This design comes from an exercise in tuning for small area on the open sky130 flow, not from production work. At most, simulation tests tie the RTL to the original design; equivalence was not proved. No activity file was given, so power comes from the tool's default toggle rates.

==> inputs of build 37 <==
==> flow/design.v <==
`timescale 1ns/1ps
module module_top(
    input  wire        clk,
    input  wire        rst_n,
    output wire [3:0]  columnas,
    input  wire [3:0]  filas_raw,
    output wire [3:0]  a,
    output wire [6:0]  d
);
    wire rst = ~rst_n;
    localparam [16:0] SC_X = 17'b01101101111111110;
    localparam [16:0] SC_T = 17'b10110110111111111;
    localparam [16:0] PM17 = 17'b01010101010101010;
    reg  [16:0] scan_q;
    wire [16:0] scan = scan_q ^ PM17;
    localparam [16:0] SC_M = 17'b11110100111101111;
    wire        stick = ((scan ^ SC_T) & SC_M) == 17'd0;
    wire        scan_fb = ~(scan[16] ^ scan[13]) ^ stick;
    reg         first;
    reg  [1:0]  col;
    always @(posedge clk) begin
        if (rst) begin
            scan_q <= SC_X ^ PM17;
            first  <= 1'b1;
            col    <= 2'd0;
        end else begin
            scan_q <= {scan[15:0], scan_fb} ^ PM17;
            if (stick) begin
                first <= 1'b0;
                if (!first) col <= col + 2'd1;
            end
        end
    end
    assign columnas = {col == 2'd3, col == 2'd2, col == 2'd1, col == 2'd0};
    localparam [9:0] DB_R = 10'b1111111110;
    localparam [9:0] PM10 = 10'b0101010101;
    localparam [3:0] NONE = 4'b0011;           
    reg  [9:0] db_q;
    wire [9:0] db = db_q ^ PM10;
    wire       db9 = &db[8:0];
    wire       sat = db9 & db[9];
    wire       rel = &filas_raw;
    wire       match = (filas_raw == 4'b1110) | (filas_raw == 4'b1101) |
                       (filas_raw == 4'b1011) | (filas_raw == 4'b0111);
    wire [3:0] newk = {col, ~(filas_raw[2] & filas_raw[3]), ~(filas_raw[1] & filas_raw[3])};
    reg  [3:0] last;
    reg  [3:0] sample;
    reg        chg;
    reg        pulse;
    wire       db_clr = rel | (sat & match & (newk != last));
    always @(posedge clk) begin
        if (rst) begin
            db_q   <= DB_R ^ PM10;
            last   <= NONE;
            sample <= NONE;
            chg    <= 1'b0;
            pulse  <= 1'b0;
        end else begin
            if (db_clr) db_q <= DB_R ^ PM10;
            else db_q <= {db[8:0], ~(db[9] ^ db[6]) | db9} ^ PM10;
            if (rel) last <= NONE;
            else if (match) last <= newk;
            if (!rel && sat) sample <= last;
            chg   <= !rel && sat && (last != sample);
            pulse <= chg;
        end
    end
    reg [11:0] cur;
    reg [11:0] stored;
    reg [11:0] result;
    wire       k_cmd = sample[3] & sample[2];
    wire       k_dig = !k_cmd && !(sample[1] & sample[0]);
    wire       k_add = k_cmd && sample[1:0] == 2'b00;
    wire       k_eq  = k_cmd && sample[1:0] == 2'b01;
    wire       k_clr = k_cmd && sample[1:0] == 2'b10;
    wire [1:0] kc = sample[3:2];
    wire [1:0] kr = sample[1:0];
    wire [3:0] val = {(kr[0] & kc[1]) | (kr[1] & kc[1]),
                      kc[0] | (~kr[0] & ~kr[1] & kc[1]),
                      (kr[1] & ~kc[1]) | (~kr[0] & ~kr[1] & kc[1]) | (kr[0] & ~kc[0] & ~kc[1]),
                      ~(kr[0] ^ kc[0])};
    wire [11:0] mx = {cur[8:0], 3'b000};
    wire [11:0] my = {cur[10:0], 1'b0};
    wire [11:0] mz = {8'd0, val};
    wire [11:0] mp = mx ^ my ^ mz;
    wire [11:0] mg = (mx & my) | (mx & mz) | (my & mz);    
    wire [11:0] mg1 = {mg[10:0], 1'b0};
    wire [12:0] mc;
    wire [11:0] mul;
    assign mc[0] = 1'b0;
    genvar gi;
    generate
        for (gi = 0; gi < 12; gi = gi + 1) begin : g_mul
            assign mul[gi] = mp[gi] ^ mg1[gi] ^ mc[gi];
            assign mc[gi+1] = (mp[gi] & mg1[gi]) | (mp[gi] & mc[gi]) | (mg1[gi] & mc[gi]);
        end
    endgenerate
    wire [12:0] sc;
    wire [11:0] sum;
    assign sc[0] = 1'b0;
    generate
        for (gi = 0; gi < 12; gi = gi + 1) begin : g_sum
            assign sum[gi] = stored[gi] ^ cur[gi] ^ sc[gi];
            assign sc[gi+1] = (stored[gi] & cur[gi]) | (stored[gi] & sc[gi]) | (cur[gi] & sc[gi]);
        end
    endgenerate
    always @(posedge clk) begin
        if (rst) begin
            cur    <= 12'd0;
            stored <= 12'd0;
            result <= 12'd0;
        end else if (pulse) begin
            if (k_dig) cur <= mul;
            if (k_add) begin
                stored <= cur;
                cur <= 12'd0;
            end
            if (k_eq) begin
                result <= sum;
                cur <= 12'd0;
                stored <= 12'd0;
            end
            if (k_clr) begin
                cur <= 12'd0;
                stored <= 12'd0;
                result <= 12'd0;
            end
        end
    end
    localparam [16:0] DC_X = 17'b10011000111000100;
    localparam [16:0] DC_T = 17'b01001100011100010;
    reg  [16:0] disp_q;
    wire [16:0] disp = disp_q ^ PM17;
    localparam [16:0] DC_M = 17'b10111111111110111;
    wire        dtick = ((disp ^ DC_T) & DC_M) == 17'd0;
    wire        disp_fb = ~(disp[16] ^ disp[13]) ^ dtick;
    reg  [1:0]  sel;
    always @(posedge clk) begin
        if (rst) begin
            disp_q <= DC_X ^ PM17;
            sel    <= 2'd0;
        end else begin
            disp_q <= {disp[15:0], disp_fb} ^ PM17;
            if (dtick) sel <= sel + 2'd1;
        end
    end
    assign a = ~{sel == 2'd3, sel == 2'd2, sel == 2'd1, sel == 2'd0};
    function [3:0] add3(input [3:0] x);
        add3 = {x[3] | (x[2] & (x[1] | x[0])),
                (x[3] & x[0]) | (x[2] & ~x[1] & ~x[0]),
                (x[3] & ~x[0]) | (~x[2] & x[1]) | (x[1] & x[0]),
                (x[3] & ~x[0]) | (~x[3] & ~x[2] & x[0]) | (x[2] & x[1] & ~x[0])};
    endfunction
    reg [15:0] bcd;
    integer i;
    always @(*) begin
        bcd = 16'd0;
        for (i = 11; i >= 0; i = i - 1) begin
            bcd[3:0]   = add3(bcd[3:0]);
            bcd[7:4]   = add3(bcd[7:4]);
            bcd[11:8]  = add3(bcd[11:8]);
            bcd[15:12] = add3(bcd[15:12]);
            bcd = {bcd[14:0], result[i]};
        end
    end
    reg [3:0] dig;
    always @(*) begin
        case (sel)
            2'd0: dig = bcd[3:0];
            2'd1: dig = bcd[7:4];
            2'd2: dig = bcd[11:8];
            default: dig = bcd[15:12];
        endcase
    end
    assign d[0] = dig[3] | dig[1] | (dig[2] & dig[0]) | (~dig[2] & ~dig[0]);
    assign d[1] = ~dig[2] | (~dig[1] & ~dig[0]) | (dig[1] & dig[0]);
    assign d[2] = dig[2] | ~dig[1] | dig[0];
    assign d[3] = dig[3] | (~dig[2] & ~dig[0]) | (~dig[2] & dig[1]) | (dig[1] & ~dig[0]) | (dig[2] & ~dig[1] & dig[0]);
    assign d[4] = (~dig[2] & ~dig[0]) | (dig[1] & ~dig[0]);
    assign d[5] = dig[3] | (~dig[1] & ~dig[0]) | (dig[2] & ~dig[1]) | (dig[2] & ~dig[0]);
    assign d[6] = dig[3] | (dig[2] & ~dig[1]) | (~dig[2] & dig[1]) | (dig[1] & ~dig[0]);
endmodule
==> flow/flow/run.sh <==
#!/bin/bash
# Own layout flow:
#  1. the standard synthesis (standard.sh synth), unchanged;
#  2. the combinational logic of that netlist is re-mapped for area with
#     ABC (resynth.ys); every flip-flop instance is kept as it is, with its
#     name and cell type;
#  3. the rest of the standard flow (floorplan to finish) on that netlist.
# Each tool's output goes to a log file of its own in this folder.
set -euo pipefail
R=orfs/results/sky130hd/module_top/base
bash standard.sh synth > log_1_standard_synth.txt 2>&1
cp $R/1_2_yosys.v std_1_2_yosys.v
LIB=$FLOW_HOME/platforms/sky130hd/lib/sky130_fd_sc_hd__tt_025C_1v80.lib
DU=$(sed -n '/^export DONT_USE_CELLS/,/^$/p' $FLOW_HOME/platforms/sky130hd/config.mk | tr -d '\\' | tr ' ' '\n' | grep '^sky130' | sed 's/^/-dont_use /' | tr '\n' ' ')
sed -e "s#@LIB@#$LIB#g" -e "s#@DU@#$DU#g" -e "s#@ABC@#$PWD/flow/area.abc#g" flow/resynth.ys > resynth_run.ys
yosys -s resynth_run.ys > log_2_resynth.txt 2>&1
cp resynth.v $R/1_2_yosys.v
touch $R/1_2_yosys.v
# port buffers: the smallest buffer instead of the default delay cell
export BUFFER_PORTS_ARGS="-buffer_cell sky130_fd_sc_hd__buf_1"
# clock tree: small buffers, no dummy loads
export CTS_ARGS="-sink_clustering_enable -repair_clock_nets -dont_use_dummy_load -buf_list sky130_fd_sc_hd__clkbuf_8"
bash standard.sh finish > log_3_standard_layout.txt 2>&1
==> flow/flow/area.abc <==
strash
&get -n
&deepsyn -T 120
&put
dch -f
amap
topo
==> flow/flow/resynth.ys <==
# Re-map the combinational logic of the standard netlist for area.
# Flip-flop cells are black boxes here, so they keep their instance names.
read_liberty -ignore_miss_func @LIB@
blackbox sky130_fd_sc_hd__df* sky130_fd_sc_hd__edf* sky130_fd_sc_hd__sdf* sky130_fd_sc_hd__dl*
read_verilog std_1_2_yosys.v
hierarchy -top module_top
flatten
opt_clean -purge
opt -full
abc -liberty @LIB@ @DU@ -script @ABC@
opt_clean -purge
setundef -zero
hilomap -singleton -hicell sky130_fd_sc_hd__conb_1 HI -locell sky130_fd_sc_hd__conb_1 LO
splitnets
opt_clean -purge
insbuf -buf sky130_fd_sc_hd__buf_1 A X
opt_clean -purge
tee -o resynth_stat.txt stat -liberty @LIB@
write_verilog -noattr -nohex -nodec resynth.v
==> flow/standard.sh <==
#!/bin/bash
# synth_recipe.tcl (not shown) runs the flow's synth.tcl, then flattens the netlist and writes it again
# the make line also repeats each setting of config.mk as NAME=value (left out here)
make -C /OpenROAD-flow-scripts/flow DESIGN_CONFIG=/design/flow/config.mk WORK_HOME=/design/flow/orfs CLKGATE_MAP_FILE= SYNTH_SCRIPT=/design/flow/synth_recipe.tcl "${@:-finish}"
==> flow/config.mk <==
export PLATFORM = sky130hd
export DESIGN_NAME = module_top
export DESIGN_NICKNAME = module_top
export VERILOG_FILES = /design/flow/design.v
export SDC_FILE = /design/flow/constraint.sdc
export NUM_CORES = 4
export LEC_CHECK = 0
export ABC_AREA = 1
export CAP_MARGIN = 20
export CORE_MARGIN = 2
export CORE_UTILIZATION = 70
export SLEW_MARGIN = 20
==> flow/constraint.sdc <==
create_clock -name core_clock -period 20.0 [get_ports {clk}]
set_input_delay 4.0000 -clock core_clock [delete_from_list [all_inputs] [get_ports {clk}]]
set_output_delay 4.0000 -clock core_clock [all_outputs]
set_load 0.01 [all_outputs]
==> build 8: changes against build 37 <==
--- a/flow/design.v
+++ b/flow/design.v
@@ -14,6 +14,5 @@
     reg  [16:0] scan_q;
     wire [16:0] scan = scan_q ^ PM17;
-    localparam [16:0] SC_M = 17'b11110100111101111;
-    wire        stick = ((scan ^ SC_T) & SC_M) == 17'd0;
+    wire        stick = (scan == SC_T);
     wire        scan_fb = ~(scan[16] ^ scan[13]) ^ stick;
     reg         first;
@@ -74,10 +73,18 @@
     wire       k_eq  = k_cmd && sample[1:0] == 2'b01;
     wire       k_clr = k_cmd && sample[1:0] == 2'b10;
-    wire [1:0] kc = sample[3:2];
-    wire [1:0] kr = sample[1:0];
-    wire [3:0] val = {(kr[0] & kc[1]) | (kr[1] & kc[1]),
-                      kc[0] | (~kr[0] & ~kr[1] & kc[1]),
-                      (kr[1] & ~kc[1]) | (~kr[0] & ~kr[1] & kc[1]) | (kr[0] & ~kc[0] & ~kc[1]),
-                      ~(kr[0] ^ kc[0])};
+    reg  [3:0] val;
+    always @(*) begin
+        case (sample)
+            4'b0000: val = 4'd1;
+            4'b0001: val = 4'd2;
+            4'b0010: val = 4'd3;
+            4'b0100: val = 4'd4;
+            4'b0101: val = 4'd5;
+            4'b0110: val = 4'd6;
+            4'b1000: val = 4'd7;
+            4'b1001: val = 4'd8;
+            default: val = 4'd9;
+        endcase
+    end
     wire [11:0] mx = {cur[8:0], 3'b000};
     wire [11:0] my = {cur[10:0], 1'b0};
@@ -132,6 +139,5 @@
     reg  [16:0] disp_q;
     wire [16:0] disp = disp_q ^ PM17;
-    localparam [16:0] DC_M = 17'b10111111111110111;
-    wire        dtick = ((disp ^ DC_T) & DC_M) == 17'd0;
+    wire        dtick = (disp == DC_T);
     wire        disp_fb = ~(disp[16] ^ disp[13]) ^ dtick;
     reg  [1:0]  sel;
--- a/flow/flow/run.sh
+++ b/flow/flow/run.sh
@@ -19,5 +19,3 @@
 # port buffers: the smallest buffer instead of the default delay cell
 export BUFFER_PORTS_ARGS="-buffer_cell sky130_fd_sc_hd__buf_1"
-# clock tree: small buffers, no dummy loads
-export CTS_ARGS="-sink_clustering_enable -repair_clock_nets -dont_use_dummy_load -buf_list sky130_fd_sc_hd__clkbuf_8"
 bash standard.sh finish > log_3_standard_layout.txt 2>&1
CORE_UTILIZATION = 40   (was 70)
==> comparison <==
- Of build 37 and build 8, build 37 has the higher sequential share of layout area (gap 2.1 points).
- Against build 8, the total power of build 37 is lower by 23%.
- Of build 37 and build 8, build 37 has the higher critical path depth (gap 3).
- Count of clock-buffer cells in the layout is the same in build 8 and build 37.
==> figures <==
Result of the run: build 8 no timing/DRC/antenna violations; build 37 no timing/DRC/antenna violations
Rel. slew slack: build 8 42.01%; build 37 49.70%
Share of final layout cell area taken by non-clock buffers: build 8 1.591%; build 37 1.749%
Power dissipated in combinational cells: build 8 0.0000219 W; build 37 0.0000186 W
Die Span Y: build 8 111.3 um; build 37 83.47 um
Commonest non-fill, non-tap cell in the layout: build 8 sky130_fd_sc_hd__nor2_1; build 37 sky130_fd_sc_hd__dfxtp_1
Number of sequential cells: build 8 99; build 37 95
Number of sinks driven by the clock tree: build 8 99; build 37 95
Cell Rows: build 8 39; build 37 28
Routed wire length: build 8 10550 um; build 37 9736 um
No functional check of the RTL was part of build 8.

==> port drivers added, routing unchanged <==
How much do the figures lean on ideal ports? The routed layouts below were timed once more, with nothing changed but the port constraints.
Step 1: set_driving_cell puts a clkbuf_16 on clk and a buf_2 on each other input, an assumption about the parent block.
Step 2 adds t to the input delays and takes it off the output delays; t is the mean of the earliest and latest rising clock arrival at the registers after step 1. Input paths then give back, and output paths get back, about the clock's delay inside the block.
Slacks: no drivers / after step 1 / after step 2; pairs: no drivers / after step 1.
| run | t (ns) | setup slack, ns | worst setup path after step 2 |
|---|---|---|---|
| build 37 | 0.381 | 9.620 / 9.588 / 9.969 | register to output |
| build 8 | 0.377 | 9.618 / 9.584 / 9.960 | register to output |
After both steps every run listed still meets setup and hold.
